This is an optimization exercise on Yosys and OpenROAD, whose aim is small area, not a production implementation. In this exercise RTL edits were held to simulation tests only and were not proved equivalent to the original. Power is estimated from default activity; no workload was simulated.

==> flow/design.v (outline; a module is shown in full before it is edited, if it fits) <==
// module glyph_rom: 964 lines
// module Top_Student: 739 lines
// module oled_power_enable: 6 lines
module Top_Student (
    input clk,
    input [4:0] btn,
    input [15:0] sw,
    output [7:0] JB,
    output VGA_Hsync,
    output VGA_Vsync,
    output [11:0] VGA_RGB,
    output [13:0] led,
    output [7:0] seg,
    output [3:0] an,
    output reg [1:0] current_main_mode
);
  // ...
==> flow/run.sh <==
#!/bin/bash
# synth_recipe.tcl (not shown) runs the flow's synth.tcl, then flattens the netlist and writes it again
# the make line also repeats each setting of config.mk as NAME=value (left out here)
make -C /OpenROAD-flow-scripts/flow DESIGN_CONFIG=/design/flow/config.mk WORK_HOME=/design/flow/orfs CLKGATE_MAP_FILE= SYNTH_SCRIPT=/design/flow/synth_recipe.tcl finish
==> flow/config.mk <==
export PLATFORM = sky130hd
export DESIGN_NAME = Top_Student
export DESIGN_NICKNAME = Top_Student
export VERILOG_FILES = /design/flow/design.v
export SDC_FILE = /design/flow/constraint.sdc
export NUM_CORES = 4
export LEC_CHECK = 0
export CAP_MARGIN = 20
export CORE_MARGIN = 2
export CORE_UTILIZATION = 30
export CTS_BUF_LIST = sky130_fd_sc_hd__clkbuf_8
export CTS_CLUSTER_DIAMETER = 60
export CTS_CLUSTER_SIZE = 20
export GPL_TIMING_DRIVEN = 0
export PLACE_DENSITY = 0.4
export SLEW_MARGIN = 20
export SYNTH_MEMORY_MAX_BITS = 32768
==> flow/constraint.sdc <==
create_clock -name core_clock -period 12.0 [get_ports {clk}]
set_input_delay 2.4000 -clock core_clock [delete_from_list [all_inputs] [get_ports {clk}]]
set_output_delay 2.4000 -clock core_clock [all_outputs]
set_load 0.01 [all_outputs]
==> impl_results.md, run 1 <==
- DR DRC count: 0
- Internal power of the cells: 2.77 mW
- Commonest non-fill, non-tap cell in the layout: dfxtp_1
- Area enclosed by the die boundary: 0.0936 mm^2
- Most frequent cells in the layout: 554 x dfxtp_1, 313 x nand2_1, 307 x nor2_1, 208 x a21oi_1, 156 x o21ai_0
- Area share of the largest cell type after synthesis: 40.5%
- Area fraction in and, or, nand and nor cells after synthesis: 18.0%
- Layout Area Growth over Synthesis: 11.9%
- Leak: 12.0 nW
- Via count normalized by instance count: 5.17
- Synth Cell Area: 0.0274 mm^2
- Count of inverters not on the clock network in the layout: 145
- Total met2 wirelength after detailed routing: 38.2 mm
- Achievable Freq: 103 MHz
- Vias in the first global route: 22000
- Path type of the worst min-delay path: reg2reg
- Dominant cells by area after synthesis: dfxtp_1 41%, ha_1 6.9%, nand2_1 4.3%, nor2_1 4.2%, a21oi_1 3.8%
- Clock latency reported for the late side of the worst-skew pair: 0.71 ns
- Largest net degree at the start of global routing: 29
- GRT met3 Usage: 2.18%
- Part of the power in registers: 56.5%
- Final cycle utilization of the critical path: 80.8%
- Area of all placed cells without fillers: 0.0306 mm^2
- Buffers & Inverters on Critical Path: 8
- Run status: finished clean
- Setup TNS: 0 ns
- Register clock-pin slew on the reported worst setup and hold paths: 0.11 ns
- Synthesized-area fraction occupied by ao, oa, aoi and oai cells: 17.9%
- Hold Path Stages: 0
==> inputs of run 2 (changes only) <==
--- a/flow/config.mk
+++ b/flow/config.mk
@@ -9,8 +9,6 @@
 export CORE_MARGIN = 2
-export CORE_UTILIZATION = 30
-export CTS_BUF_LIST = sky130_fd_sc_hd__clkbuf_8
-export CTS_CLUSTER_DIAMETER = 60
-export CTS_CLUSTER_SIZE = 20
-export GPL_TIMING_DRIVEN = 0
-export PLACE_DENSITY = 0.4
+export CORE_UTILIZATION = 50
+export CTS_CLUSTER_DIAMETER = 80
+export CTS_CLUSTER_SIZE = 30
+export PLACE_DENSITY = 0.65
 export SLEW_MARGIN = 20
==> run 2 against run 1 <==
Net effect:
- combinational power decreased by 8.0%
- largest cell class unchanged
- clock skew increased by 0.0041 ns
- final area decreased by 5.1%
- critical endpoint unchanged
- non-clock buffer count decreased by 161
- area after synthesis unchanged
==> impl_results.md, run 2 <==
- Top register by number of flip-flops: ring
- First-pass GRT wire length: 107 mm
- Setup TNS: 0 ns (unchanged)
- Run status: finished clean
- Dominant cells by area after synthesis: dfxtp_1 41%, ha_1 6.9%, nand2_1 4.3%, nor2_1 4.2%, a21oi_1 3.8%
- Cell count of the worst reg-to-reg path: 28
- Clock sink count: 608
- Wire per inst: 18.2 um
- Cell at the root of the clock tree: clkbuf_16
- Final hold violation count: 0
- Met2 Use GR: 37.2%
- Relative max-transition margin: 31.7%
- Worst-case vdd ir drop: 0.164 mV
- IO Count: 72
- Worst clock skew on the final layout: 0.0477 ns
- Synth Cell Area: 0.0274 mm^2 (unchanged)
- Commonest cells post-synth: 554 x dfxtp_1, 313 x nand2_1, 307 x nor2_1
- Leak: 11.6 nW (-3.6%)
- Critical Path RT: 12.31 ns
- Flip-flop count of the largest register after layout: 320
- Critical Path Max Stage Delay: 0.73 ns
- Horizontal die dimension: 238 um
- DR DRC count: 0 (unchanged)
- Final estimated routing congestion in global placement: 0.963
- Most Crowded Layer GR: met2
- Library cells used by synthesis: 103
- Register clock-pin slew on the reported worst setup and hold paths: 0.11 ns (about the same)
- Power density relative to cell area: 122 mW/mm^2
- Cell count after synthesis: 3043
- DP Wirelength: 47.3 mm
- Total power after layout: 3.55 mW
- Critical Path End Type: flip-flop
- Fill cell count: 4887
- Minimum period implied by the final worst setup slack: 9.42 ns
- Area enclosed by the die boundary: 0.0566 mm^2 (-40%)
- Clock latency reported for the late side of the worst-skew pair: 0.62 ns (-0.09 ns)
- Largest registers: ring x320, bcnt x50, kring x50
- Top FF cell, synth: dfxtp_1
- Core box area: 0.0539 mm^2
- Most frequent cells in the layout: 554 x dfxtp_1, 313 x nand2_1, 307 x nor2_1, 207 x a21oi_1, 155 x o21ai_0
- Global Route met1 Usage: 32.7%
- Data arrival time of the critical path: 9.73 ns
- Final Setup Violations: 0
- Layout Area Growth over Synthesis: 6.22%
- Ys async rst share: 4.77%
- Slowest library cell on the worst path: a2111oi_0
- Die H: 238 um
- Largest driver fanout on the critical path: 33
- Maximum Capacitance Violations: 0
- GRT met3 Usage: 2.58% (+0.40 points)
- Hold Path Stages: 0 (unchanged)
- Path type of the worst min-delay path: reg2reg
- Clock H-tree levels: 1
- CTS Hold Bufs: 0
- Cell taking the most area after synthesis: dfxtp_1
- Clock Path Buffers: 3
- Setup CP Type: reg2reg
- Vias in the first global route: 20400 (-7.3%)
- Transition time of the tightest slew-check pin: 1.01 ns
- Post-synth EDFFs: 25
- Number of design-rule violations left by the first detailed-router iteration: 1737
- CP Launch Type: flip-flop
- Warnings from Yosys: 5
- Count of input and output buffers: 43
- Global route overflow: 0
- Router iterations before antenna repair: 5
- RSZ-0062 raised after global routing: false
- Via count normalized by instance count: 5.91 (+14%)
- Routed wire length: 67.0 mm
- Source of the critical timing path: st[0]
- # Post-CTS Setup Buffers: 0
- Final cycle utilization of the critical path: 78.5% (-2.3 points)
- Most repeated library cell on the critical path: ha_1
- Count of pins over their slew limit: 0
- Cts bufs inserted: 28
- Detail Route Antenna Nets: 0
- Hold Path Origin: ring[38][1]
- Resized cells post-CTS: 0
- Most repeated cell in the gate-level netlist after synthesis: dfxtp_1
- Net count reported at finish: 3151
- Starting utilization of the core area: 50.7%
- Area share of the largest cell type after synthesis: 40.5% (unchanged)
- Start of the worst register-to-register path: st[0]
- Seq cells post-synth: 608
- Achievable Freq: 106 MHz (+2.9%)
- Commonest non-fill, non-tap cell in the layout: dfxtp_1
- Share of cells above drive strength 1: 4.19%
- Largest net degree at the start of global routing: 75 (+160%)
- Number of antenna violations at the first check in global routing: 0
- Share of synthesized area occupied by flip-flops and latches: 45.9%
- Total GRT Usage: 23.1%
- TritonCTS clock tree: yes
- Post-synthesis average cell area: 8.99 um^2
- Smallest hold slack: 0.323 ns
- Via Count: 21700
- Number of cell rows: 85
run 2: cell types whose count changed in the layout (fill, tap and decap cells not counted), sizes merged:
| cell | before | now |
|---|---|---|
| bufinv | 4 | 2 |
| clkinv | 11 | 8 |
| diode | 2 | 1 |
| clkbuf | 181 | 29 |
| clkinvlp | 4 | 0 |
| buf | 65 | 30 |
| inv | 162 | 149 |
run 2: worst paths after layout:
path                                     to  slack (ns)
max in group asynchronous             hc[0]        9.17
worst min-delay path            ring[39][1]        0.32
worst max register to register         obit        2.58
worst min register to register  ring[39][1]        0.32
worst max-delay path                   obit        2.58
min in group asynchronous             hc[6]        1.71
run 2: logic make-up (layout without fill, tap and decap cells):
group           after synthesis  in the layout  share of synthesized area (%)
xor+xnor                    109            109                           3.49
fa+ha+maj                   163            163                           7.70
flops                       608            608                           45.9
simple gates               1040           1040                           18.0
mux                          50             50                           1.86
compound gates              739            739                           17.9
buf+inv                     332            260                           5.11
other cells                   2             14                         0.0275
run 2: area by class of cell:
cell class	instances	area [um^2]	area share [%]
Clock inverter	14	249	0.857
Multi-Input combinational cell	2114	13500	46.4
Antenna cell	1	2.50	0.00861
Tap cell	696	871	3.00
Timing Repair Buffer	72	646	2.22
Clock buffer	29	704	2.42
Sequential cell	608	12600	43.3
Inverter	145	547	1.88
run 2: power by group:
group | switching [mW] | internal, mW | total [mW] | leakage (nW)
Combinational | 0.154 | 0.109 | 0.263 | 5.97
Clock | 0.660 | 0.501 | 1.16 | 0.462
Sequential | 0.0441 | 2.08 | 2.13 | 5.13
run 2: layer usage:
metal	vias up	wire [um]
met2	723	30000
met3	130	3690
met4	0	1830
met1	10400	31500
met5	-	0
li1	10500	-
run 2: through the flow:
| step | setup WS (ns) | area (um^2) | cells | util, % |
|---|---|---|---|---|
| floorplan | 5.08 | 27400 | 3054 | - |
| global placement | 2.96 | 28100 | 3635 | 52.1 |
| detailed placement | 2.95 | 28100 | 3635 | 52.1 |
| CTS | 2.83 | 29000 | 3678 | 53.9 |
| global route | 2.02 | 29100 | 3678 | 53.9 |
| finish | 2.58 | 29100 | 3679 | 53.9 |
run 2: critical path, delay by kind of cell, from the launching register on:
kind / cells / cell delay, ns
compound gates: 8 / 2.44
buf+inv: 5 / 1.02
flops: 1 / 0.46
fa+ha+maj: 5 / 1.85
xor+xnor: 1 / 0.46
simple gates: 9 / 2.86
==> inputs of run 3 (changes only) <==
==> flow/flow/run.sh (new file) <==
#!/bin/bash
# The standard layout (the standard.sh, all steps), with each port's
# buffer made from the smallest buffer cell instead of the default one.
set -e
cp standard.sh standard_copy.sh.txt
export BUFFER_PORTS_ARGS="-buffer_cell sky130_fd_sc_hd__buf_1"
bash standard.sh > standard.log 2>&1
==> flow/standard.sh (new file) <==
#!/bin/bash
# synth_recipe.tcl (not shown) runs the flow's synth.tcl, then flattens the netlist and writes it again
# the make line also repeats each setting of config.mk as NAME=value (left out here)
make -C /OpenROAD-flow-scripts/flow DESIGN_CONFIG=/design/flow/config.mk WORK_HOME=/design/flow/orfs CLKGATE_MAP_FILE= SYNTH_SCRIPT=/design/flow/synth_recipe.tcl "${@:-finish}"
removed: flow/run.sh
==> run 3 against run 2 <==
Net effect:
- still clean
- total power is 0.48% lower
- count of clock-buffer cells in the layout is 2 higher
- sequential share of layout area is 0.36 points higher
- first-iteration DRC count is 4.5% higher
- sequential power hardly changed
- clock skew is 0.010 ns lower
- non-clock buffer count stayed put
- global-route usage is 0.22 points higher
- largest power group unchanged
==> impl_results.md, run 3 <==
- DP Wirelength: 48.1 mm (+1.6%)
- Seq cells post-synth: 608 (unchanged)
- Total GRT Usage: 23.3% (+0.22 points)
- Warnings from Yosys: 5 (unchanged)
- Switching portion of total power: 24.6% (+0.44 points)
- Most frequent cells in the layout: 554 x dfxtp_1, 313 x nand2_1, 307 x nor2_1, 207 x a21oi_1, 155 x o21ai_0
- Largest registers: ring x320, bcnt x50, kring x50
- Largest driver fanout on the critical path: 33 (unchanged)
- Leak: 11.5 nW (-0.85%)
- Combinational cell fraction of total power: 7.1% (-0.3 points)
- Top FF cell, synth: dfxtp_1
- Buffers & Inverters on Critical Path: 7 (+2)
- Pre-CTS WS: 2.99 ns (+0.0386 ns)
- Layout Area Growth over Synthesis: 5.34%
- Largest net degree at the start of global routing: 71 (-5.3%)
- Minimum period implied by the final worst setup slack: 9.24 ns (-0.173 ns)
- Total power after layout: 3.53 mW (-0.48%)
- Core box area: 0.0539 mm^2 (unchanged)
- Top Family by Delay on Critical Path: compound AO/OA/AOI/OAI gates
- Internal power of the cells: 2.66 mW (-1.1%)
- Clock latency reported for the late side of the worst-skew pair: 0.62 ns (about the same)
- Area of all placed cells without fillers: 0.0288 mm^2 (-0.83%)
- First-pass GRT wire length: 109 mm (+1.3%)
- Number of cell rows: 85 (unchanged)
- Register clock-pin slew on the reported worst setup and hold paths: 0.11 ns (about the same)
- TritonCTS clock tree: yes
- Clock Path Buffers: 3 (unchanged)
- Top register by number of flip-flops: ring
- Dominant cells by area after synthesis: dfxtp_1 41%, ha_1 6.9%, nand2_1 4.3%, nor2_1 4.2%, a21oi_1 3.8%
- CTS Hold Bufs: 0 (unchanged)
- Area share of the largest cell type after synthesis: 40.5% (unchanged)
- Count of pins over their slew limit: 0 (unchanged)
- Library cells used by synthesis: 103 (unchanged)
- Count of input and output buffers: 43 (unchanged)
- RSZ-0062 raised after global routing: false
- IO Count: 72 (unchanged)
- Part of the power in registers: 60.2% (+0.3 points)
- Net count reported at finish: 3152 (+0.032%)
- Horizontal die dimension: 238 um (unchanged)
- Final cycle utilization of the critical path: 77.0% (-1.4 points)
- Synth Cell Area: 0.0274 mm^2 (unchanged)
- Commonest cells post-synth: 554 x dfxtp_1, 313 x nand2_1, 307 x nor2_1
- Final Setup Violations: 0 (unchanged)
- Flip-flop count of the largest register after layout: 320 (unchanged)
- Power density relative to cell area: 123 mW/mm^2 (+0.36%)
- Cell at the root of the clock tree: clkbuf_16
- Critical Path RT: 12.35 ns (+0.04 ns)
- Run status: finished clean
- Setup TNS: 0 ns (unchanged)
- Wire per inst: 18.3 um (+0.34%)
- Post-synthesis average cell area: 8.99 um^2 (unchanged)
- Router iterations before antenna repair: 6 (+1)
- Share of synthesized area occupied by flip-flops and latches: 45.9% (unchanged)
- Starting utilization of the core area: 50.7% (unchanged)
- # Post-CTS Setup Buffers: 0 (unchanged)
- Via Count: 21700 (-0.037%)
- DP Area: 0.0278 mm^2 (-0.95%)
- CP Launch Type: flip-flop
- Slowest library cell on the worst path: a2111oi_0
- Routed wire length: 67.3 mm (+0.37%)
- Critical Path End Type: flip-flop
- Share of cells above drive strength 1: 4.19% (about the same)
- Global route overflow: 0 (unchanged)
- Setup CP Type: reg2reg
- Critical Path Max Stage Delay: 0.72 ns (about the same)
- Number of design-rule violations left by the first detailed-router iteration: 1815 (+4.5%)
- Share of total power in the clock network: 32.7% (about the same)
- Data arrival time of the critical path: 9.60 ns (-0.13 ns)
- Detail Route Antenna Nets: 0 (unchanged)
- Area enclosed by the die boundary: 0.0566 mm^2 (unchanged)
- Most repeated cell in the gate-level netlist after synthesis: dfxtp_1
- Ys async rst share: 4.77% (unchanged)
- Vias in the first global route: 20600 (+0.93%)
- Resized cells post-CTS: 0 (unchanged)
- Path type of the worst min-delay path: reg2reg
- Number of antenna violations at the first check in global routing: 0 (unchanged)
- Antenna diodes: 0 (-1)
- Worst clock skew on the final layout: 0.0374 ns (-0.0104 ns)
- Worst-case vdd ir drop: 0.106 mV (-35%)
- Cell taking the most area after synthesis: dfxtp_1
- Via count normalized by instance count: 5.91 (about the same)
- Clock sink count: 608 (unchanged)
- Relative max-transition margin: 27.7% (-4.0 points)
- Cts bufs inserted: 29 (+3.6%)
- Net Switching: 0.869 mW (+1.3%)
- Clock H-tree levels: 1 (unchanged)
- Post-synth EDFFs: 25 (unchanged)
- Maximum Capacitance Violations: 0 (unchanged)
- Transition time of the tightest slew-check pin: 1.08 ns (+0.0632 ns)
- Final estimated routing congestion in global placement: 0.932 (-3.2%)
- Cell count after synthesis: 3043 (unchanged)
- Die H: 238 um (unchanged)
- Commonest non-fill, non-tap cell in the layout: dfxtp_1
- DR DRC count: 0 (unchanged)
- Setup ws final: 2.76 ns (+0.173 ns)
- Final hold violation count: 0 (unchanged)
- Achievable Freq: 108 MHz (+1.9%)
run 3: cell count changes in the layout (fill, tap and decap cells not counted), moves of 2 or more:
cell             change
buf_1               +42
clkdlybuf4s50_1     -42
bufinv_16            -2
clkinv_4             +2
inv_6                -2
run 3: per-layer routing:
| metal | share of wire [%] | global-route usage (%) | up-vias | routed length (um) |
|---|---|---|---|---|
| li1 | - | - | 10500 | - |
| met1 | 46 | 32.8 | 10400 | 31300 |
| met2 | 45 | 37.8 | 734 | 30300 |
| met3 | 5.9 | 2.87 | 125 | 3970 |
| met4 | 2.6 | 6.78 | 0 | 1750 |
| met5 | 0 | 0 | - | 0 |
run 3: per-stage QoR:
step           hold slack (ns)  util, %  cells
2_1_floorplan            0.310        -   3054
3_3_place_gp             0.310     51.6   3635
3_5_place_dp             0.312     51.6   3635
4_1_cts                  0.318     53.4   3680
5_1_grt                  0.333     53.4   3680
6_report                 0.331     53.4   3680
run 3: path summary, 6_finish.rpt:
| check | start | to | slack [ns] | depth (start not counted) |
|---|---|---|---|---|
| setup / recovery | st[0] | obit | 2.76 | 32 |
| hold / removal | ring[55][4] | ring[56][4] | 0.33 | 0 |
| setup reg to reg | st[0] | obit | 2.76 | 32 |
| hold reg to reg | ring[55][4] | ring[56][4] | 0.33 | 0 |
| max in group asynchronous | sw[15] | ph[1] | 9.14 | 2 |
| min in group asynchronous | sw[15] | hc[9] | 1.75 | 1 |
run 3: cells by family (layout without fill, tap and decap cells):
logic type	count (synthesis)	count (layout)	share of synthesized area [%]
mux	50	50	1.86
flops	608	608	45.9
fa+ha+maj	163	163	7.70
simple gates	1040	1040	18.0
other cells	2	13	0.0275
compound gates	739	739	17.9
buf+inv	332	262	5.11
xor+xnor	109	109	3.49
run 3: area by class of cell:
type	instances	area, um^2
fillers	4919	25100
multi-input cells	2114	13500
flip-flops and latches	608	12600
well taps	696	871
clock buffers	31	733
inverters	145	547
repair buffers	72	383
clock inverters	14	243
run 3: power groups by stage:
| stage | Sequential, mW | Combinational (mW) | Clock, mW |
|---|---|---|---|
| after global routing | 2.13 | 0.285 | 1.26 |
| final | 2.13 | 0.251 | 1.16 |
| after detailed placement | 2.17 | 0.250 | 0 |
| after global placement | 2.17 | 0.240 | 0 |
| after CTS | 2.13 | 0.252 | 1.19 |
| after floorplan | 2.16 | 0.206 | 0 |
==> inputs of run 4 (changes only) <==
--- a/flow/config.mk
+++ b/flow/config.mk
@@ -9,6 +9,6 @@
 export CORE_MARGIN = 2
-export CORE_UTILIZATION = 50
+export CORE_UTILIZATION = 30
 export CTS_CLUSTER_DIAMETER = 80
 export CTS_CLUSTER_SIZE = 30
-export PLACE_DENSITY = 0.65
+export PLACE_DENSITY = 0.4
 export SLEW_MARGIN = 20
==> run 4 against run 3 <==
Net effect:
- critical endpoint unchanged
- non-clock buffer count increased by 12
- critical path depth rose by 1
- combinational power is 3% higher
- synthesized cell count unchanged
- sequential power hardly changed
- die area is 65% higher
- clock power up 22%
- still clean
- final area grew 3.5%
- core utilization decreased by 20 points
- largest cell class unchanged
==> impl_results.md, run 4 <==
- Run status: finished clean
- Post-synth EDFFs: 25 (unchanged)
- Share of cells above drive strength 1: 5.08% (+0.89 points)
- Clock sink count: 608 (unchanged)
- Cts bufs inserted: 38 (+31%)
- Most repeated cell in the gate-level netlist after synthesis: dfxtp_1
- IO Count: 72 (unchanged)
- Die H: 306 um (+29%)
- Dominant cells by area after synthesis: dfxtp_1 41%, ha_1 6.9%, nand2_1 4.3%, nor2_1 4.2%, a21oi_1 3.8%
- Ys async rst share: 4.77% (unchanged)
- Count of pins over their slew limit: 0 (unchanged)
- Setup CP Type: reg2reg
- Post-synthesis average cell area: 8.99 um^2 (unchanged)
- Warnings from Yosys: 5 (unchanged)
- Path type of the worst min-delay path: reg2reg
- Worst clock skew on the final layout: 0.0444 ns (+0.00700 ns)
- Clock latency reported for the late side of the worst-skew pair: 0.61 ns (about the same)
- Seq cells post-synth: 608 (unchanged)
- Starting utilization of the core area: 30.3% (-20 points)
- Via count normalized by instance count: 5.13 (-13%)
- Power density relative to cell area: 127 mW/mm^2 (+3.8%)
- Critical Path RT: 12.39 ns (+0.04 ns)
- Achievable Freq: 106 MHz (-2.4%)
- Via Count: 21500 (-1.0%)
- Flip-flop count of the largest register after layout: 320 (unchanged)
- Worst-case vdd ir drop: 0.0928 mV (-12%)
- Final cycle utilization of the critical path: 79.0% (+1.9 points)
- Cell at the root of the clock tree: clkbuf_16
- Total GRT Usage: 16.1% (-7.2 points)
- CP Launch Type: flip-flop
- Area enclosed by the die boundary: 0.0936 mm^2 (+65%)
- Leak: 11.7 nW (+1.9%)
- Largest driver fanout on the critical path: 23 (-30%)
- Critical Path End Type: flip-flop
- First-pass GRT wire length: 122 mm (+12%)
- Commonest cells post-synth: 554 x dfxtp_1, 313 x nand2_1, 307 x nor2_1
- Global route overflow: 0 (unchanged)
- Antenna diodes: 0 (unchanged)
- Register clock-pin slew on the reported worst setup and hold paths: 0.10 ns (about the same)
- Share of synthesized area occupied by flip-flops and latches: 45.9% (unchanged)
- Area share of the largest cell type after synthesis: 40.5% (unchanged)
- Core box area: 0.0901 mm^2 (+67%)
- Largest registers: ring x320, bcnt x50, kring x50
- CTS Hold Bufs: 0 (unchanged)
- Routed wire length: 76.2 mm (+13%)
- Clock H-tree levels: 2 (+1)
- Detail Route Antenna Nets: 0 (unchanged)
- Final hold violation count: 0 (unchanged)
- Vias in the first global route: 21000 (+2.0%)
- Net count reported at finish: 3173 (+0.67%)
- Slowest library cell on the worst path: o41ai_1
- Clock Path Buffers: 3 (unchanged)
- Number of cell rows: 110 (+29%)
- Maximum Capacitance Violations: 0 (unchanged)
- Pre-CTS WS: 2.67 ns (-0.312 ns)
- Horizontal die dimension: 306 um (+29%)
- Top FF cell, synth: dfxtp_1
- # Post-CTS Setup Buffers: 0 (unchanged)
- DR DRC count: 0 (unchanged)
- Number of design-rule violations left by the first detailed-router iteration: 1680 (-7.4%)
- Number of antenna violations at the first check in global routing: 1 (+1)
- Cell taking the most area after synthesis: dfxtp_1
- Setup ws final: 2.52 ns (-0.230 ns)
- Critical Path Max Stage Delay: 0.77 ns (+0.05 ns)
- Final estimated routing congestion in global placement: 0.877 (-5.8%)
- Count of input and output buffers: 43 (unchanged)
- Relative max-transition margin: 32.4% (+4.7 points)
- Data arrival time of the critical path: 9.87 ns (+0.27 ns)
- Final Setup Violations: 0 (unchanged)
- Commonest non-fill, non-tap cell in the layout: dfxtp_1
- Transition time of the tightest slew-check pin: 1.01 ns (-0.0617 ns)
- Setup TNS: 0 ns (unchanged)
- RSZ-0062 raised after global routing: false
- TritonCTS clock tree: yes
- Wire per inst: 18.2 um (-0.50%)
- Resized cells post-CTS: 0 (unchanged)
- Total power after layout: 3.79 mW (+7.4%)
- Layout Area Growth over Synthesis: 8.99%
- Largest net degree at the start of global routing: 65 (-8.5%)
- Cell count after synthesis: 3043 (unchanged)
- Minimum period implied by the final worst setup slack: 9.48 ns (+0.230 ns)
- Top register by number of flip-flops: ring
- Synth Cell Area: 0.0274 mm^2 (unchanged)
- Most frequent cells in the layout: 554 x dfxtp_1, 313 x nand2_1, 307 x nor2_1, 207 x a21oi_1, 155 x o21ai_0
- DP Wirelength: 54.6 mm (+14%)
- Core utilization of the finished layout: 33.1% (-20 points)
- Router iterations before antenna repair: 5 (-1)
- Library cells used by synthesis: 103 (unchanged)
run 4: worst paths after layout:
kind,slack [ns],endpoint,startpoint,cells past startpoint
max,2.52,obit,st[0],33
min,0.31,ring[59][1],ring[58][1],0
max reg2reg,2.52,obit,st[0],33
min reg2reg,0.31,ring[59][1],ring[58][1],0
max in group asynchronous,8.91,current_main_mode[1],sw[15],3
min in group asynchronous,2.01,col2[1],sw[15],2
run 4: report_power, final:
group          switching (mW)  leakage [nW]  internal, mW
Combinational           0.157          5.93         0.101
Sequential             0.0407          5.13          2.08
Clock                   0.768         0.623         0.645
Total                   0.966          11.7          2.83
run 4: through the flow:
stage / cell area [um^2] / cells / hold slack [ns]
global placement: 28500 / 4127 / 0.309
detailed placement: 28500 / 4127 / 0.312
finish: 29800 / 4189 / 0.306
global route: 29800 / 4189 / 0.306
CTS: 29800 / 4189 / 0.299
floorplan: 27400 / 3054 / 0.310
run 4: layer usage:
metal / global-route usage [%] / up-vias / part of all wire (%)
met5: 0 / - / 0.016
met2: 25.8 / 494 / 45
li1: - / 10600 / -
met3: 2.27 / 103 / 4.6
met1: 22.8 / 10300 / 49
met4: 3.73 / 2 / 1.9
run 4: critical path: cells and delay by family, from the launching register on:
| kind | cells | cell delay [ns] |
|---|---|---|
| adders and majority gates | 4 | 1.62 |
| and+or+nand+nor | 10 | 1.78 |
| DFF | 1 | 0.44 |
| buffers and inverters | 5 | 1.28 |
| AOI/OAI and AO/OA | 14 | 4.14 |
run 4: kinds of logic (layout without fill, tap and decap cells):
logic type	after synthesis	in the layout	synth area share (%)
buffers and inverters	332	291	5.11
xor gates and xnor gates	109	109	3.49
other	2	13	0.0275
muxes	50	50	1.86
and+or+nand+nor	1040	1040	18.0
AOI/OAI and AO/OA	739	739	17.9
adders and majority gates	163	163	7.70
DFF	608	608	45.9
run 4: layout make-up:
| cell class | count | area [um^2] |
|---|---|---|
| clock inverters | 22 | 318 |
| inverters | 145 | 547 |
| well taps | 1176 | 1470 |
| flip-flops and latches | 608 | 12600 |
| clock buffers | 40 | 980 |
| fillers | 9316 | 60300 |
| multi-input cells | 2114 | 13500 |
| repair buffers | 84 | 473 |
==> inputs of run 5 (changes only) <==
==> flow/flow/run.sh (replaced) <==
#!/bin/bash
# The standard layout (the standard.sh, every step unchanged), with each
# port's buffer made from the smallest buffer cell (buf_1) instead of the
# default clkdlybuf4s50_1. All of the flow's output goes to standard.log;
# ORFS writes each step's own log under orfs/logs/.
set -e
export BUFFER_PORTS_ARGS="-buffer_cell sky130_fd_sc_hd__buf_1"
bash standard.sh > standard.log 2>&1
--- a/flow/config.mk
+++ b/flow/config.mk
@@ -9,6 +9,7 @@
 export CORE_MARGIN = 2
-export CORE_UTILIZATION = 30
-export CTS_CLUSTER_DIAMETER = 80
-export CTS_CLUSTER_SIZE = 30
-export PLACE_DENSITY = 0.4
+export CORE_UTILIZATION = 50
+export CTS_BUF_LIST = sky130_fd_sc_hd__clkbuf_8
+export CTS_CLUSTER_DIAMETER = 50
+export CTS_CLUSTER_SIZE = 18
+export PLACE_DENSITY = 0.65
 export SLEW_MARGIN = 20
==> run 5 against run 4 <==
Net effect:
- synthesized cell count unchanged
- clock power down 16%
- sequential power is essentially flat
- largest cell class unchanged
- largest power group unchanged
==> impl_results.md, run 5 <==
- Run status: finished clean
- CP Launch Type: flip-flop
- Register clock-pin slew on the reported worst setup and hold paths: 0.10 ns (about the same)
- Core utilization of the finished layout: 53.6% (+20 points)
- Die H: 238 um (-22%)
- Detail Route Antenna Nets: 0 (unchanged)
- Horizontal die dimension: 238 um (-22%)
- Ys async rst share: 4.77% (unchanged)
- DR DRC count: 0 (unchanged)
- Starting utilization of the core area: 50.7% (+20 points)
- Met2 Use GR: 37.7% (+12 points)
- Leak: 11.5 nW (-1.3%)
- # Post-CTS Setup Buffers: 0 (unchanged)
- TritonCTS clock tree: yes
- Share of synthesized area occupied by flip-flops and latches: 45.9% (unchanged)
- First-pass GRT wire length: 110 mm (-10%)
- Area used by multi-input combinational logic: 0.0135 mm^2 (+0.10%)
- Area share of the largest cell type after synthesis: 40.5% (unchanged)
- Slowest library cell on the worst path: a2111oi_0
- Global Route met1 Usage: 32.7% (+9.8 points)
- Flip-flop count of the largest register after layout: 320 (unchanged)
- Warnings from Yosys: 5 (unchanged)
- Post-synthesis average cell area: 8.99 um^2 (unchanged)
- Cell count after synthesis: 3043 (unchanged)
- Maximum Capacitance Violations: 0 (unchanged)
- Clock Path Buffers: 3 (unchanged)
- RSZ-0062 raised after global routing: false
- Net count reported at finish: 3173 (unchanged)
- Antenna diodes: 0 (unchanged)
- Post-synth EDFFs: 25 (unchanged)
- GRT met3 Usage: 3.30% (+1.0 points)
- Library cells used by synthesis: 103 (unchanged)
- Largest registers: ring x320, bcnt x50, kring x50
- Setup CP Type: reg2reg
- Most frequent cells in the layout: 554 x dfxtp_1, 313 x nand2_1, 307 x nor2_1, 207 x a21oi_1, 155 x o21ai_0
- Critical Path RT: 12.39 ns (about the same)
- Relative max-transition margin: 27.4% (-5.1 points)
- Final estimated routing congestion in global placement: 0.932 (+6.2%)
- CTS Hold Bufs: 0 (unchanged)
- Wire per inst: 18.3 um (+0.38%)
- Area enclosed by the die boundary: 0.0566 mm^2 (-40%)
- Critical Path End Type: flip-flop
- Number of cell rows: 85 (-23%)
- Top register by number of flip-flops: ring
- Transition time of the tightest slew-check pin: 1.08 ns (+0.0665 ns)
- Vias in the first global route: 20800 (-0.58%)
- Commonest non-fill, non-tap cell in the layout: dfxtp_1
- Share of cells above drive strength 1: 5.21% (+0.13 points)
- IO Count: 72 (unchanged)
- Critical Path Max Stage Delay: 0.69 ns (-0.08 ns)
- Via Count: 21900 (+2.0%)
- Resized cells post-CTS: 0 (unchanged)
- Final hold violation count: 0 (unchanged)
- Worst-case vdd ir drop: 0.174 mV (+88%)
- Most repeated cell in the gate-level netlist after synthesis: dfxtp_1
- Worst clock skew on the final layout: 0.0285 ns (-0.0159 ns)
- Core box area: 0.0539 mm^2 (-40%)
- Final cycle utilization of the critical path: 77.3% (-1.7 points)
- Fill cell count: 4905 (-47%)
- Synth Cell Area: 0.0274 mm^2 (unchanged)
- Router iterations before antenna repair: 5 (unchanged)
- Clock latency reported for the late side of the worst-skew pair: 0.66 ns (+0.05 ns)
- Via count normalized by instance count: 5.91 (+15%)
- Minimum period implied by the final worst setup slack: 9.27 ns (-0.202 ns)
- Routed wire length: 67.8 mm (-11%)
- Commonest cells post-synth: 554 x dfxtp_1, 313 x nand2_1, 307 x nor2_1
- Top FF cell, synth: dfxtp_1
- Total GRT Usage: 23.6% (+7.5 points)
- Largest driver fanout on the critical path: 33 (+43%)
- Global route overflow: 0 (unchanged)
- Cts bufs inserted: 50 (+32%)
- Number of design-rule violations left by the first detailed-router iteration: 1831 (+9.0%)
- Power density relative to cell area: 123 mW/mm^2 (-3.1%)
- Count of input and output buffers: 43 (unchanged)
- Sequential cell area: 0.0126 mm^2 (unchanged)
- Setup TNS: 0 ns (unchanged)
- Cell at the root of the clock tree: clkbuf_8
- Number of antenna violations at the first check in global routing: 0 (-1)
- Path type of the worst min-delay path: reg2reg
- Dominant cells by area after synthesis: dfxtp_1 41%, ha_1 6.9%, nand2_1 4.3%, nor2_1 4.2%, a21oi_1 3.8%
- DP Wirelength: 48.1 mm (-12%)
- Cell taking the most area after synthesis: dfxtp_1
- Clock H-tree levels: 2 (unchanged)
- Seq cells post-synth: 608 (unchanged)
- Layout Area Growth over Synthesis: 5.58%
- Achievable Freq: 108 MHz (+2.2%)
- Most Crowded Layer GR: met2
- Count of pins over their slew limit: 0 (unchanged)
- Data arrival time of the critical path: 9.66 ns (-0.21 ns)
- Largest net degree at the start of global routing: 71 (+9.2%)
- Final Setup Violations: 0 (unchanged)
- Clock sink count: 608 (unchanged)
-- run 5: power by group --
group	leakage (nW)	internal (mW)	switching, mW
sequential	5.13	2.08	0.0429
combinational	5.87	0.100	0.151
clock	0.531	0.473	0.713
total	11.5	2.66	0.907
-- run 5: path summary, 6_finish.rpt --
path,from,end,depth (start not counted),slack (ns)
max,st[0],obit,33,2.73
min,ring[41][1],ring[42][1],0,0.33
max reg2reg,st[0],obit,33,2.73
min reg2reg,ring[41][1],ring[42][1],0,0.33
max in group asynchronous,sw[15],hc[0],2,9.22
min in group asynchronous,sw[15],hc[8],1,1.69
-- run 5: critical path, delay by kind of cell, from the launching register on --
| family | cells | cell delay (ns) |
|---|---|---|
| buffers and inverters | 5 | 1.31 |
| AOI/OAI and AO/OA | 13 | 3.42 |
| adders and majority gates | 4 | 1.84 |
| and+or+nand+nor | 11 | 1.95 |
| DFF | 1 | 0.44 |
-- run 5: through the flow --
step | hold WS, ns | power, mW | std cells | cell area (um^2) | setup slack (ns)
2_1_floorplan | 0.310 | 2.36 | 3054 | 27400 | 5.08
3_3_place_gp | 0.310 | 2.41 | 3635 | 27800 | 2.94
3_5_place_dp | 0.312 | 2.42 | 3635 | 27800 | 2.99
4_1_cts | 0.326 | 3.61 | 3711 | 28900 | 2.92
5_1_grt | 0.334 | 3.72 | 3711 | 28900 | 2.14
6_report | 0.325 | 3.56 | 3711 | 28900 | 2.73
-- run 5: layer usage --
layer	vias up	share of wire, %	wire length, um
met2	760	45	30500
met4	0	2.9	2000
met3	157	6.0	4090
met1	10500	46	31200
li1	10600	-	-
met5	-	0	0
-- run 5: area by class of cell --
class	instances	share of cell area [%]
Clock buffer	50	2.38
Clock inverter	26	1.23
Inverter	145	1.89
Multi-Input combinational cell	2114	46.6
Sequential cell	608	43.5
Tap cell	696	3.02
Timing Repair Buffer	72	1.33
-- run 5: cell families after synthesis --
kind of cell / count (synthesis) / synth area share [%]
buf+inv: 332 / 5.11
xor+xnor: 109 / 3.49
simple gates: 1040 / 18.0
flops: 608 / 45.9
other cells: 2 / 0.0275
compound gates: 739 / 17.9
fa+ha+maj: 163 / 7.70
mux: 50 / 1.86
==> inputs of run 6 (changes only) <==
--- a/flow/config.mk
+++ b/flow/config.mk
@@ -10,5 +10,5 @@
 export CORE_UTILIZATION = 50
-export CTS_BUF_LIST = sky130_fd_sc_hd__clkbuf_8
-export CTS_CLUSTER_DIAMETER = 50
-export CTS_CLUSTER_SIZE = 18
+export CTS_BUF_LIST = sky130_fd_sc_hd__clkbuf_8 sky130_fd_sc_hd__clkbuf_16
+export CTS_CLUSTER_DIAMETER = 80
+export CTS_CLUSTER_SIZE = 30
 export PLACE_DENSITY = 0.65
==> run 6 against run 5 <==
Net effect:
- area after synthesis did not move
- register-to-register slack gained 0.03 ns
- core utilization is 0.12 points lower
- critical endpoint unchanged
- via count is 0.87% lower
- clock skew increased by 0.0093 ns
- sequential power about the same
- global-route usage down 0.29 points
- wire length down 0.74%
- non-clock buffer count did not move
- count of clock-buffer cells in the layout fell by 21
==> impl_results.md, run 6 <==
- Slowest library cell on the worst path: a2111oi_0
- Setup TNS: 0 ns (unchanged)
- Most repeated cell in the gate-level netlist after synthesis: dfxtp_1
- Commonest non-fill, non-tap cell in the layout: dfxtp_1
- TritonCTS clock tree: yes
- RSZ-0062 raised after global routing: false
- Horizontal die dimension: 238 um (unchanged)
- Worst-case vdd ir drop: 0.106 mV (-39%)
- Share of total power in the clock network: 32.7% (-0.6 points)
- IO Count: 72 (unchanged)
- Area share of the largest cell type after synthesis: 40.5% (unchanged)
- Cell at the root of the clock tree: clkbuf_16
- First-pass GRT wire length: 109 mm (-0.67%)
- Critical Path RT: 12.35 ns (-0.04 ns)
- Largest registers: ring x320, bcnt x50, kring x50
- Net Switching: 0.870 mW (-4.1%)
- Critical Path Max Stage Delay: 0.72 ns (+0.03 ns)
- Achievable Freq: 108 MHz (+0.31%)
- Top FF cell, synth: dfxtp_1
- Layout Area Growth over Synthesis: 5.34%
- Die H: 238 um (unchanged)
- Power density relative to cell area: 123 mW/mm^2 (-0.64%)
- Post-synth EDFFs: 25 (unchanged)
- Maximum Capacitance Violations: 0 (unchanged)
- Cts bufs inserted: 29 (-42%)
- Flip-flop count of the largest register after layout: 320 (unchanged)
- Internal power of the cells: 2.66 mW (+0.24%)
- Warnings from Yosys: 5 (unchanged)
- XOR/XNOR share of the synthesized area: 3.49% (unchanged)
- Transition time of the tightest slew-check pin: 1.08 ns (-0.00480 ns)
- Combinational cell fraction of total power: 7.1% (about the same)
- Critical Path End Type: flip-flop
- Antenna diodes: 0 (unchanged)
- Pre-CTS WS: 2.99 ns (unchanged)
- Cell total after placement: 3635 (unchanged)
- Worst clock skew on the final layout: 0.0378 ns (+0.00930 ns)
- Post-synthesis average cell area: 8.99 um^2 (unchanged)
- Total GRT Usage: 23.3% (-0.29 points)
- Path type of the worst min-delay path: reg2reg
- Relative max-transition margin: 27.7% (+0.32 points)
- Via count normalized by instance count: 5.91 (about the same)
- Resized cells post-CTS: 0 (unchanged)
- Vias in the first global route: 20600 (-1.4%)
- # Post-CTS Setup Buffers: 0 (unchanged)
- Final estimated routing congestion in global placement: 0.932 (unchanged)
- Register clock-pin slew on the reported worst setup and hold paths: 0.11 ns (about the same)
- DP Area: 0.0278 mm^2 (unchanged)
- Final Setup Violations: 0 (unchanged)
- Library cells used by synthesis: 103 (unchanged)
- Most frequent cells in the layout: 554 x dfxtp_1, 313 x nand2_1, 307 x nor2_1, 207 x a21oi_1, 155 x o21ai_0
- Final cycle utilization of the critical path: 77.0% (-0.24 points)
- Core utilization of the finished layout: 53.4% (-0.12 points)
- Commonest cells post-synth: 554 x dfxtp_1, 313 x nand2_1, 307 x nor2_1
- Clock sink count: 608 (unchanged)
- Clock latency reported for the late side of the worst-skew pair: 0.62 ns (-0.04 ns)
- Area enclosed by the die boundary: 0.0566 mm^2 (unchanged)
- Fraction of synthesized area in multiplexers: 1.86% (unchanged)
- Setup ws final: 2.76 ns (+0.0283 ns)
- Part of the power in registers: 60.2% (+0.6 points)
- Net count reported at finish: 3152 (-0.66%)
- Number of cell rows: 85 (unchanged)
- DR DRC count: 0 (unchanged)
- Buffers & Inverters on Critical Path: 7 (+2)
- Number of antenna violations at the first check in global routing: 0 (unchanged)
- Synth Cell Area: 0.0274 mm^2 (unchanged)
- Leak: 11.5 nW (-0.52%)
- Router iterations before antenna repair: 6 (+1)
- Top register by number of flip-flops: ring
- Number of design-rule violations left by the first detailed-router iteration: 1815 (-0.87%)
- CP Launch Type: flip-flop
- Final Instance Count excl. Fillers: 3680 (-0.84%)
- Run status: finished clean
- Count of pins over their slew limit: 0 (unchanged)
- Cell taking the most area after synthesis: dfxtp_1
- Wire per inst: 18.3 um (about the same)
- Core box area: 0.0539 mm^2 (unchanged)
- CTS Hold Bufs: 0 (unchanged)
- Final hold violation count: 0 (unchanged)
- Minimum period implied by the final worst setup slack: 9.24 ns (-0.0283 ns)
- Global route overflow: 0 (unchanged)
- Dominant cells by area after synthesis: dfxtp_1 41%, ha_1 6.9%, nand2_1 4.3%, nor2_1 4.2%, a21oi_1 3.8%
- Seq cells post-synth: 608 (unchanged)
- Smallest hold slack: 0.330 ns (+0.00467 ns)
- Area fraction in and, or, nand and nor cells after synthesis: 18.0% (unchanged)
- Ys async rst share: 4.77% (unchanged)
- Count of input and output buffers: 43 (unchanged)
- Total power after layout: 3.53 mW (-0.87%)
- Clock Path Buffers: 3 (unchanged)
- Data arrival time of the critical path: 9.60 ns (-0.06 ns)
- Cell count after synthesis: 3043 (unchanged)
- Area of all placed cells without fillers: 0.0288 mm^2 (-0.23%)
- Starting utilization of the core area: 50.7% (unchanged)
- Routed wire length: 67.3 mm (-0.74%)
- Top Family by Delay on Critical Path: compound AO/OA/AOI/OAI gates
- Via Count: 21700 (-0.87%)
- DP Wirelength: 48.1 mm (unchanged)
- Share of cells above drive strength 1: 4.19% (-1.0 points)
- Dominant combinational cell family by area after synthesis: simple AND/OR/NAND/NOR gates
- Share of synthesized area occupied by flip-flops and latches: 45.9% (unchanged)
- Adder-cell share of the synthesized area: 7.70% (unchanged)
- Switching portion of total power: 24.6% (-0.83 points)
- Detail Route Antenna Nets: 0 (unchanged)
- Setup CP Type: reg2reg
- Largest driver fanout on the critical path: 33 (unchanged)
- Largest net degree at the start of global routing: 71 (unchanged)
- Clock H-tree levels: 1 (-1)
- Synthesized-area fraction occupied by ao, oa, aoi and oai cells: 17.9% (unchanged)
## run 6: cell counts after synthesis
Identical to the previous run, type by type.
## run 6: routing by layer
metal	part of all wire, %	track usage [%]
met1	46	32.8
met2	45	37.8
met3	6.0	2.87
met4	2.6	6.78
met5	0	0
## run 6: cell type report
class / count / area, um^2
clock buffers: 29 / 726
clock inverters: 16 / 250
fillers: 4919 / 25100
inverters: 145 / 547
multi-input cells: 2114 / 13500
flip-flops and latches: 608 / 12600
well taps: 696 / 871
repair buffers: 72 / 383
## run 6: final timing paths
kind,slack (ns),depth (start not counted),end,startpoint
hold / removal,0.33,0,ring[56][4],ring[55][4]
setup / recovery,2.76,32,obit,st[0]
setup reg to reg,2.76,32,obit,st[0]
min in group asynchronous,1.75,1,hc[9],sw[15]
hold reg to reg,0.33,0,ring[56][4],ring[55][4]
max in group asynchronous,9.13,2,ph[1],sw[15]
## run 6: worst reg2reg max path, delay by kind of cell, from the launching register on
family | cells | cell delay (ns)
flip-flops | 1 | 0.45
XOR/XNOR | 1 | 0.44
AO/OA/AOI/OAI | 13 | 3.73
AND/OR/NAND/NOR | 6 | 1.16
adder cells (fa/ha/maj) | 5 | 1.93
buffers and inverters | 7 | 1.26
## run 6: cells by family after synthesis
logic type,Yosys count
compound gates,739
xor+xnor,109
fa+ha+maj,163
buf+inv,332
flops,608
mux,50
other cells,2
simple gates,1040
## run 6: power groups by stage
stage	Sequential (mW)	Combinational (mW)	Clock, mW
final	2.13	0.251	1.16
after global routing	2.13	0.285	1.26
after CTS	2.13	0.252	1.19
after detailed placement	2.17	0.250	0
after global placement	2.17	0.240	0
after floorplan	2.16	0.206	0
==> inputs of run 7 (changes only) <==
--- a/flow/config.mk
+++ b/flow/config.mk
@@ -10,3 +10,2 @@
 export CORE_UTILIZATION = 50
-export CTS_BUF_LIST = sky130_fd_sc_hd__clkbuf_8 sky130_fd_sc_hd__clkbuf_16
 export CTS_CLUSTER_DIAMETER = 80
==> run 7 against run 6 <==
Net effect:
- sequential share of layout area unchanged
- critical path depth unchanged
- still clean
- clock power about the same
- critical path type unchanged
- via count about the same
- sequential power about the same
- total power about the same
==> impl_results.md, run 7 <==
- Setup CP Type: reg2reg
- Slowest library cell on the worst path: a2111oi_0
- Final Setup Violations: 0 (unchanged)
- Critical Path Max Stage Delay: 0.72 ns (about the same)
- Commonest non-fill, non-tap cell in the layout: dfxtp_1
- Flip-flop count of the largest register after layout: 320 (unchanged)
- Source of the critical timing path: st[0]
- Layout Area Growth over Synthesis: 5.34% (unchanged)
- Largest net degree at the start of global routing: 71 (unchanged)
- Path type of the worst min-delay path: reg2reg
- IO Count: 72 (unchanged)
- Wire per inst: 18.3 um (about the same)
- Clock Path Buffers: 3 (unchanged)
- Clock latency reported for the late side of the worst-skew pair: 0.62 ns (about the same)
- Final hold violation count: 0 (unchanged)
- Synth Cell Area: 0.0274 mm^2 (unchanged)
- Global route overflow: 0 (unchanged)
- Critical path capture point: obit
- DP Wirelength: 48.1 mm (unchanged)
- Detail Route Antenna Nets: 0 (unchanged)
- Via count normalized by instance count: 5.91 (about the same)
- Data arrival time of the critical path: 9.60 ns (about the same)
- Largest registers: ring x320, bcnt x50, kring x50
- Die H: 238 um (unchanged)
- Cell taking the most area after synthesis: dfxtp_1
- Cts bufs inserted: 29 (unchanged)
- Cell total after placement: 3635 (unchanged)
- Clock H-tree levels: 1 (unchanged)
- Post-synthesis average cell area: 8.99 um^2 (unchanged)
- DR DRC count: 0 (unchanged)
- Library cells used by synthesis: 103 (unchanged)
- Worst clock skew on the final layout: 0.0374 ns (-0.000404 ns)
- Most repeated cell in the gate-level netlist after synthesis: dfxtp_1
- Critical Path End Type: flip-flop
- Clock sink count: 608 (unchanged)
- Number of cell rows: 85 (unchanged)
- Number of design-rule violations left by the first detailed-router iteration: 1815 (unchanged)
- Count of pins over their slew limit: 0 (unchanged)
- Starting utilization of the core area: 50.7% (unchanged)
- Setup TNS: 0 ns (unchanged)
- Net count reported at finish: 3152 (unchanged)
- Minimum period implied by the final worst setup slack: 9.24 ns (+0.0000400 ns)
- Achievable Freq: 108 MHz (unchanged)
- Critical Path RT: 12.35 ns (about the same)
- Cell count of the worst reg-to-reg path: 32 (unchanged)
- # Post-CTS Setup Buffers: 0 (unchanged)
- Area share of the largest cell type after synthesis: 40.5% (unchanged)
- Dominant cells by area after synthesis: dfxtp_1 41%, ha_1 6.9%, nand2_1 4.3%, nor2_1 4.2%, a21oi_1 3.8%
- Sequential cell area: 0.0126 mm^2 (unchanged)
- Share of cells above drive strength 1: 4.19% (unchanged)
- Routed wire length: 67.3 mm (about the same)
- Fill cell count: 4919 (unchanged)
- Largest driver fanout on the critical path: 33 (unchanged)
- Final cycle utilization of the critical path: 77.0% (about the same)
- Worst-case vdd ir drop: 0.106 mV (unchanged)
- Antenna diodes: 0 (unchanged)
- Power density relative to cell area: 123 mW/mm^2 (about the same)
- Final estimated routing congestion in global placement: 0.932 (unchanged)
- Register clock-pin slew on the reported worst setup and hold paths: 0.11 ns (about the same)
- Internal reg-to-reg setup slack: 2.76 ns (about the same)
- Total GRT Usage: 23.3% (unchanged)
- TritonCTS clock tree: yes
- Leak: 11.5 nW (about the same)
- Share of synthesized area occupied by flip-flops and latches: 45.9% (unchanged)
- Cell count after synthesis: 3043 (unchanged)
- Horizontal die dimension: 238 um (unchanged)
- Count of input and output buffers: 43 (unchanged)
- Area enclosed by the die boundary: 0.0566 mm^2 (unchanged)
- Final Instance Count excl. Fillers: 3680 (unchanged)
- First-pass GRT wire length: 109 mm (unchanged)
- Resized cells post-CTS: 0 (unchanged)
- CP Launch Type: flip-flop
- Seq cells post-synth: 608 (unchanged)
- RSZ-0062 raised after global routing: false
- Top register by number of flip-flops: ring
- Ys async rst share: 4.77% (unchanged)
- Post-synth EDFFs: 25 (unchanged)
- Via Count: 21700 (-0.074%)
- Start of the worst register-to-register path: st[0]
- Transition time of the tightest slew-check pin: 1.08 ns (-0.00000298 ns)
- Maximum Capacitance Violations: 0 (unchanged)
- Most frequent cells in the layout: 554 x dfxtp_1, 313 x nand2_1, 307 x nor2_1, 207 x a21oi_1, 155 x o21ai_0
- Top FF cell, synth: dfxtp_1
- Relative max-transition margin: 27.7% (about the same)
- Cell at the root of the clock tree: clkbuf_16
- Warnings from Yosys: 5 (unchanged)
- Worst R2R End: obit
- Number of antenna violations at the first check in global routing: 0 (unchanged)
- Commonest cells post-synth: 554 x dfxtp_1, 313 x nand2_1, 307 x nor2_1
- Core box area: 0.0539 mm^2 (unchanged)
- Area used by multi-input combinational logic: 0.0135 mm^2 (unchanged)
- Run status: finished clean
- Vias in the first global route: 20600 (unchanged)
- Router iterations before antenna repair: 6 (unchanged)
- CTS Hold Bufs: 0 (unchanged)
run 7: cell count changes in the layout (fill, tap and decap cells not counted), sizes merged:
cell,change
inv,-2
clkbuf,+2
run 7: final cells by class:
cell class / count / share of cell area [%]
clock buffers: 31 / 2.54
clock inverters: 14 / 0.842
inverters: 145 / 1.90
multi-input cells: 2114 / 46.7
flip-flops and latches: 608 / 43.6
well taps: 696 / 3.02
repair buffers: 72 / 1.33
run 7: per-layer routing:
layer / track usage [%] / vias to the layer above / wire length (um) / share of wire (%)
met2: 37.8 / 734 / 30300 / 45
met1: 32.8 / 10400 / 31300 / 46
met3: 2.87 / 125 / 3970 / 5.9
met4: 6.78 / 0 / 1750 / 2.6
met5: 0 / - / 0 / 0
li1: - / 10500 / - / -
run 7: worst min-delay path by stage:
stage | start | end | slack [ns] | cells past startpoint
floorplan | bout[2] | bprev[2] | 0.31 | 0
global placement | ring[39][3] | ring[40][3] | 0.31 | 0
detailed placement | ring[49][1] | ring[50][1] | 0.31 | 0
CTS | kring[8][2] | kring[9][2] | 0.32 | 0
global route | kring[4][2] | kring[5][2] | 0.33 | 0
finish | ring[55][4] | ring[56][4] | 0.33 | 0
run 7: power by group:
group | internal [mW] | total (mW) | switching (mW)
Combinational | 0.100 | 0.251 | 0.151
Clock | 0.481 | 1.16 | 0.675
Sequential | 2.08 | 2.13 | 0.0432
Total | 2.66 | 3.53 | 0.869
run 7: cells by family (layout without fill, tap and decap cells):
family	after synthesis	in the layout	synth area share, %
buffers and inverters	332	262	5.11
muxes	50	50	1.86
xor gates and xnor gates	109	109	3.49
DFF	608	608	45.9
AOI/OAI and AO/OA	739	739	17.9
and+or+nand+nor	1040	1040	18.0
adders and majority gates	163	163	7.70
other	2	13	0.0275
run 7: stage by stage:
stage               area, um^2  util (%)  hold WS, ns  total power, mW  worst slack [ns]
floorplan                27400         -        0.310             2.36              5.08
finish                   28800      53.4        0.331             3.53              2.76
CTS                      28800      53.4        0.318             3.57              2.94
global route             28800      53.4        0.333             3.68              2.16
detailed placement       27800      51.6        0.312             2.42              2.99
global placement         27800      51.6        0.310             2.41              2.94
run 7: critical path, delay by kind of cell, from the launching register on:
| family | cells | cell delay, ns |
|---|---|---|
| compound gates | 13 | 3.72 |
| xor+xnor | 1 | 0.44 |
| fa+ha+maj | 5 | 1.92 |
| buf+inv | 7 | 1.25 |
| flops | 1 | 0.45 |
| simple gates | 6 | 1.15 |
==> inputs of run 8 (changes only) <==
--- a/flow/config.mk
+++ b/flow/config.mk
@@ -7,3 +7,3 @@
 export LEC_CHECK = 0
-export CAP_MARGIN = 20
+export CAP_MARGIN = 0
 export CORE_MARGIN = 2
@@ -13,3 +13,3 @@
 export PLACE_DENSITY = 0.65
-export SLEW_MARGIN = 20
+export SLEW_MARGIN = 0
 export SYNTH_MEMORY_MAX_BITS = 32768
==> run 8 against run 7 <==
Net effect:
- die area is the same
- wire length is essentially flat
- final cell count is the same
- highest routed layer unchanged
- first-iteration DRC count grew 1.7%
- combinational power is essentially flat
- largest power group unchanged
- count of clock-buffer cells in the layout is the same
- final area is essentially flat
- largest cell class unchanged
- synthesized cell count is the same
==> impl_results.md, run 8 <==
- Top FF cell, synth: dfxtp_1
- Number of design-rule violations left by the first detailed-router iteration: 1846 (+1.7%)
- Critical Path RT: 12.35 ns (about the same)
- Top register by number of flip-flops: ring
- Count of pins over their slew limit: 0 (unchanged)
- Smallest hold slack: 0.331 ns (-0.000448 ns)
- Critical Path Max Stage Delay: 0.74 ns (+0.02 ns)
- Share of synthesized area occupied by flip-flops and latches: 45.9% (unchanged)
- Start of the worst register-to-register path: st[0]
- Most repeated cell in the gate-level netlist after synthesis: dfxtp_1
- Worst R2R End: obit
- Post-synthesis average cell area: 8.99 um^2 (unchanged)
- Vias in the first global route: 20600 (unchanged)
- # Post-CTS Setup Buffers: 0 (unchanged)
- Power density relative to cell area: 123 mW/mm^2 (about the same)
- TritonCTS clock tree: yes
- Internal reg-to-reg setup slack: 2.75 ns (about the same)
- Achievable Freq: 108 MHz (about the same)
- Total GRT Usage: 23.3% (unchanged)
- Relative max-transition margin: 17.3% (-10 points)
- Share of cells above drive strength 1: 4.12% (-0.067 points)
- Number of antenna violations at the first check in global routing: 0 (unchanged)
- Ys async rst share: 4.77% (unchanged)
- Detail Route Antenna Nets: 0 (unchanged)
- Wire per inst: 18.3 um (about the same)
- Clock latency reported for the late side of the worst-skew pair: 0.62 ns (about the same)
- Cell total after placement: 3635 (unchanged)
- Final Instance Count excl. Fillers: 3680 (unchanged)
- Worst-case hold path end point: kring[5][2]
- Area share of the largest cell type after synthesis: 40.5% (unchanged)
- Dominant cells by area after synthesis: dfxtp_1 41%, ha_1 6.9%, nand2_1 4.3%, nor2_1 4.2%, a21oi_1 3.8%
- Library cells used by synthesis: 103 (unchanged)
- Cts bufs inserted: 29 (unchanged)
- Setup TNS: 0 ns (unchanged)
- Cell count after synthesis: 3043 (unchanged)
- Leak: 11.5 nW (about the same)
- Flip-flop count of the largest register after layout: 320 (unchanged)
- Final hold violation count: 0 (unchanged)
- DP Wirelength: 48.1 mm (unchanged)
- Commonest non-fill, non-tap cell in the layout: dfxtp_1
- Worst clock skew on the final layout: 0.0384 ns (+0.00105 ns)
- Transition time of the tightest slew-check pin: 1.23 ns (+0.154 ns)
- Cell at the root of the clock tree: clkbuf_16
- Clock H-tree levels: 1 (unchanged)
- First-pass GRT wire length: 109 mm (unchanged)
- Path type of the worst min-delay path: reg2reg
- Layout Area Growth over Synthesis: 5.29% (about the same)
- Warnings from Yosys: 5 (unchanged)
- IO Count: 72 (unchanged)
- Seq cells post-synth: 608 (unchanged)
- Most repeated library cell on the critical path: nor2_1
- Largest registers: ring x320, bcnt x50, kring x50
- Net count reported at finish: 3152 (unchanged)
- Die H: 238 um (unchanged)
- Antenna diodes: 0 (unchanged)
- CTS Hold Bufs: 0 (unchanged)
- Setup CP Type: reg2reg
- Most frequent cells in the layout: 554 x dfxtp_1, 313 x nand2_1, 307 x nor2_1, 207 x a21oi_1, 155 x o21ai_0
- Final cycle utilization of the critical path: 77.1% (about the same)
- Run status: finished clean
- Router iterations before antenna repair: 6 (unchanged)
- RSZ-0062 raised after global routing: false
- Clock sink count: 608 (unchanged)
- Total power after layout: 3.53 mW (about the same)
- Largest driver fanout on the critical path: 33 (unchanged)
- Starting utilization of the core area: 50.7% (unchanged)
- Fill cell count: 4919 (unchanged)
- Number of cell rows: 85 (unchanged)
- Count of input and output buffers: 43 (unchanged)
- Final Setup Violations: 0 (unchanged)
- Critical Path End Type: flip-flop
- Clock Path Buffers: 3 (unchanged)
- Core box area: 0.0539 mm^2 (unchanged)
- Hold Path Origin: kring[4][2]
- CP Launch Type: flip-flop
- Via count normalized by instance count: 5.92 (+0.19%)
- Cell count of the worst reg-to-reg path: 34 (+6.3%)
- Post-synth EDFFs: 25 (unchanged)
- Register clock-pin slew on the reported worst setup and hold paths: 0.11 ns (about the same)
- Data arrival time of the critical path: 9.61 ns (about the same)
- Slowest library cell on the worst path: a2111oi_0
- Maximum Capacitance Violations: 0 (unchanged)
- Area enclosed by the die boundary: 0.0566 mm^2 (unchanged)
- Cell taking the most area after synthesis: dfxtp_1
- Hold Path Stages: 0 (unchanged)
- Worst-case vdd ir drop: 0.106 mV (+0.17%)
- Via Count: 21800 (+0.19%)
- Resized cells post-CTS: 0 (unchanged)
- DR DRC count: 0 (unchanged)
- Largest net degree at the start of global routing: 71 (unchanged)
- Global route overflow: 0 (unchanged)
- Routed wire length: 67.3 mm (about the same)
- Synth Cell Area: 0.0274 mm^2 (unchanged)
- Final estimated routing congestion in global placement: 0.932 (unchanged)
- Minimum period implied by the final worst setup slack: 9.25 ns (+0.00770 ns)
- Commonest cells post-synth: 554 x dfxtp_1, 313 x nand2_1, 307 x nor2_1
- Horizontal die dimension: 238 um (unchanged)
==> run 8: cell counts after synthesis <==
No cell type changed its count.
==> run 8: where the power goes <==
group,switching (mW),internal (mW)
registers,0.0432,2.08
logic,0.151,0.100
clock network,0.674,0.481
==> run 8: kinds of logic after synthesis <==
kind of cell / after synthesis / synth area share [%]
AO/OA/AOI/OAI: 739 / 17.9
flip-flops: 608 / 45.9
AND/OR/NAND/NOR: 1040 / 18.0
adder cells (fa/ha/maj): 163 / 7.70
XOR/XNOR: 109 / 3.49
buffers and inverters: 332 / 5.11
multiplexers: 50 / 1.86
other: 2 / 0.0275
==> run 8: how the worst max path moves through the flow <==
stage / startpoint / end / cells past startpoint
2_1_floorplan: st[0] / obit / 36
3_3_place_gp: st[0] / obit / 32
3_5_place_dp: st[0] / obit / 33
4_1_cts: st[0] / obit / 33
5_1_grt: st[0] / obit / 33
6_report: st[0] / obit / 34
==> run 8: stage by stage <==
step	setup slack [ns]	cell area, um^2	util [%]
finish	2.75	28800	53.4
global route	2.15	28800	53.4
CTS	2.94	28800	53.4
detailed placement	2.99	27800	51.6
global placement	2.94	27800	51.6
floorplan	5.08	27400	-
==> run 8: routing by layer <==
layer  up-vias  GRT usage, %  wire, um
met5         -             0         0
met4         0          6.78      1680
met3       126          2.87      4110
met2       765          37.8     30500
met1     10400          32.8     31000
li1      10500             -         -
==> run 8: area by class of cell <==
type	instances	area [um^2]	area share (%)
multi-input combinational	2114	13500	46.7
sequential	608	12600	43.6
tap	696	871	3.02
clock buffer	31	733	2.55
inverter	145	547	1.90
timing repair buffer	72	383	1.33
clock inverter	14	243	0.843
==> run 8: critical path: cells and delay by family, from the launching register on <==
kind	cells	cell delay [ns]
AOI/OAI and AO/OA	11	2.52
xor gates and xnor gates	1	0.44
adders and majority gates	5	1.92
buffers and inverters	7	1.28
DFF	1	0.45
and+or+nand+nor	10	2.37
==> inputs of run 9 (changes only) <==
--- a/flow/config.mk
+++ b/flow/config.mk
@@ -7,9 +7,9 @@
 export LEC_CHECK = 0
-export CAP_MARGIN = 0
+export CAP_MARGIN = 20
 export CORE_MARGIN = 2
-export CORE_UTILIZATION = 50
+export CORE_UTILIZATION = 65
 export CTS_CLUSTER_DIAMETER = 80
 export CTS_CLUSTER_SIZE = 30
-export PLACE_DENSITY = 0.65
-export SLEW_MARGIN = 0
+export PLACE_DENSITY = 0.8
+export SLEW_MARGIN = 20
 export SYNTH_MEMORY_MAX_BITS = 32768
==> run 9 against run 8 <==
Net effect:
- die area is 23% lower
- critical path depth stayed put
- combinational power is 4% higher
- count of clock-buffer cells in the layout is 2 lower
- wire length is 4.5% higher
- largest cell class unchanged
==> impl_results.md, run 9 <==
- Total GRT Usage: 31.5% (+8.2 points)
- Cell count of the worst reg-to-reg path: 34 (unchanged)
- Transition time of the tightest slew-check pin: 0.961 ns (-0.268 ns)
- Router iterations before antenna repair: 6 (unchanged)
- Relative max-transition margin: 35.4% (+18 points)
- Final estimated routing congestion in global placement: 0.963 (+3.4%)
- IO Count: 72 (unchanged)
- Maximum Capacitance Violations: 0 (unchanged)
- Number of antenna violations at the first check in global routing: 1 (+1)
- Achievable Freq: 107 MHz (-1.0%)
- CTS Hold Bufs: 0 (unchanged)
- Horizontal die dimension: 209 um (-12%)
- Area used by multi-input combinational logic: 0.0135 mm^2 (about the same)
- CP Launch Type: flip-flop
- Most repeated library cell on the critical path: nor2_1
- DP Area: 0.0276 mm^2 (-0.73%)
- Count of pins over their slew limit: 0 (unchanged)
- Resized cells post-CTS: 0 (unchanged)
- Commonest non-fill, non-tap cell in the layout: dfxtp_1
- Number of design-rule violations left by the first detailed-router iteration: 2224 (+20%)
- Clock H-tree levels: 1 (unchanged)
- First-pass GRT wire length: 113 mm (+3.6%)
- Cell count after synthesis: 3043 (unchanged)
- Start of the worst register-to-register path: st[0]
- Die H: 209 um (-12%)
- Run status: finished clean
- Share of cells above drive strength 1: 3.83% (-0.29 points)
- Final Setup Violations: 0 (unchanged)
- Synth Cell Area: 0.0274 mm^2 (unchanged)
- Clock Path Buffers: 3 (unchanged)
- Data arrival time of the critical path: 9.69 ns (+0.08 ns)
- Area share of the largest cell type after synthesis: 40.5% (unchanged)
- Detail Route Antenna Nets: 0 (unchanged)
- Hold Path Origin: ring[41][0]
- Post-synth EDFFs: 25 (unchanged)
- Starting utilization of the core area: 65.5% (+15 points)
- Net count reported at finish: 3148 (-0.13%)
- Clock sink count: 608 (unchanged)
- Power density relative to cell area: 121 mW/mm^2 (-1.4%)
- Core utilization of the finished layout: 68.1% (+15 points)
- Cell taking the most area after synthesis: dfxtp_1
- Area enclosed by the die boundary: 0.0437 mm^2 (-23%)
- Critical Path RT: 12.34 ns (about the same)
- Register clock-pin slew on the reported worst setup and hold paths: 0.12 ns (about the same)
- Buffers & Inverters on Critical Path: 7 (unchanged)
- Library cells used by synthesis: 103 (unchanged)
- Commonest cells post-synth: 554 x dfxtp_1, 313 x nand2_1, 307 x nor2_1
- Critical Path End Type: flip-flop
- Number of cell rows: 75 (-12%)
- Area of all placed cells without fillers: 0.0284 mm^2 (-1.3%)
- Via Count: 22200 (+2.0%)
- Wire per inst: 20.0 um (+9.5%)
- RSZ-0062 raised after global routing: false
- Seq cells post-synth: 608 (unchanged)
- Crit. path cell count: 34 (unchanged)
- Final hold violation count: 0 (unchanged)
- Critical Path Max Stage Delay: 0.75 ns (about the same)
- DR DRC count: 0 (unchanged)
- Most frequent cells in the layout: 554 x dfxtp_1, 313 x nand2_1, 307 x nor2_1, 207 x a21oi_1, 155 x o21ai_0
- Ys async rst share: 4.77% (unchanged)
- Most repeated cell in the gate-level netlist after synthesis: dfxtp_1
- Top FF cell, synth: dfxtp_1
- Clock latency reported for the late side of the worst-skew pair: 0.61 ns (about the same)
- Worst-case hold path end point: ring[42][0]
- Antenna diodes: 0 (unchanged)
- Leak: 11.4 nW (-0.67%)
- Slowest library cell on the worst path: ha_1
- Internal reg-to-reg setup slack: 2.65 ns (-0.09 ns)
- Minimum period implied by the final worst setup slack: 9.35 ns (+0.0944 ns)
- # Post-CTS Setup Buffers: 0 (unchanged)
- Layout Area Growth over Synthesis: 3.95%
run 9: cell counts after synthesis:
No cell type changed its count.
run 9: area by class of cell:
class	instances	area share (%)
multi-input cells	2114	47.4
flip-flops and latches	608	44.2
well taps	539	2.37
clock buffers	29	2.33
inverters	145	1.92
repair buffers	71	1.32
clock inverters	8	0.488
run 9: worst max path at each step:
stage               start    to  slack (ns)
floorplan           st[0]  obit        5.08
global placement    st[0]  obit        3.06
detailed placement  st[0]  obit        2.92
CTS                 st[0]  obit        2.88
global route        st[0]  obit        2.24
finish              st[0]  obit        2.65
run 9: cell families (layout without fill, tap and decap cells):
group,Yosys count,in the layout,share of synthesized area (%)
compound gates,739,739,17.9
simple gates,1040,1040,18.0
xor+xnor,109,109,3.49
mux,50,50,1.86
other cells,2,13,0.0275
flops,608,608,45.9
fa+ha+maj,163,163,7.70
buf+inv,332,253,5.11
run 9: worst reg2reg max path, delay by kind of cell, from the launching register on:
| family | cells | cell delay (ns) |
|---|---|---|
| AOI/OAI and AO/OA | 11 | 2.41 |
| and+or+nand+nor | 10 | 2.37 |
| adders and majority gates | 5 | 2.12 |
| buffers and inverters | 7 | 1.24 |
| DFF | 1 | 0.47 |
| xor gates and xnor gates | 1 | 0.46 |
run 9: stage by stage:
step	hold WS [ns]	instances	power [mW]
after floorplan	0.310	3054	2.36
after global placement	0.310	3477	2.41
after detailed placement	0.312	3477	2.43
after CTS	0.321	3514	3.44
after global routing	0.332	3514	3.56
final	0.324	3514	3.44
run 9: power breakdown:
group / internal (mW) / leakage (nW) / total (mW) / switching (mW)
Combinational: 0.101 / 5.86 / 0.262 / 0.161
Sequential: 2.08 / 5.13 / 2.13 / 0.0431
Clock: 0.419 / 0.387 / 1.05 / 0.632
Total: 2.60 / 11.4 / 3.44 / 0.836
run 9: per-layer routing:
metal	GRT usage (%)	vias to the layer above	part of all wire (%)
li1	-	10500	-
met1	42.2	10600	43
met2	54.1	923	48
met3	3.58	168	6.6
met4	8.87	2	2.5
met5	0	-	0.017

## port drivers added, routing unchanged
No port has a modelled driver above. Below, the same layouts with a new extraction and two added sets of constraints.
Step 1 sets driving cells, clkbuf_16 on the clock port and buf_2 on the other inputs (assumed; they add their load-dependent delay and slew).
Step 2 also shifts input and output timing later by t, the mid clock arrival at the registers, as if the neighbouring blocks saw the same clock.
Slacks: ideal ports / drivers / drivers and shift; pairs: ideal ports / drivers.
run	t (ns)	setup WS [ns]
run 1	0.750	2.307 / 2.307 / 2.307
run 2	0.656	2.582 / 2.582 / 2.582
run 3	0.654	2.755 / 2.755 / 2.755
run 4	0.649	2.525 / 2.525 / 2.525
run 5	0.706	2.727 / 2.727 / 2.727
run 6	0.655	2.755 / 2.755 / 2.755
run 7	0.654	2.755 / 2.755 / 2.755
run 8	0.653	2.747 / 2.747 / 2.747
run 9	0.640	2.653 / 2.653 / 2.653
After both steps setup and hold are still met in every run listed.
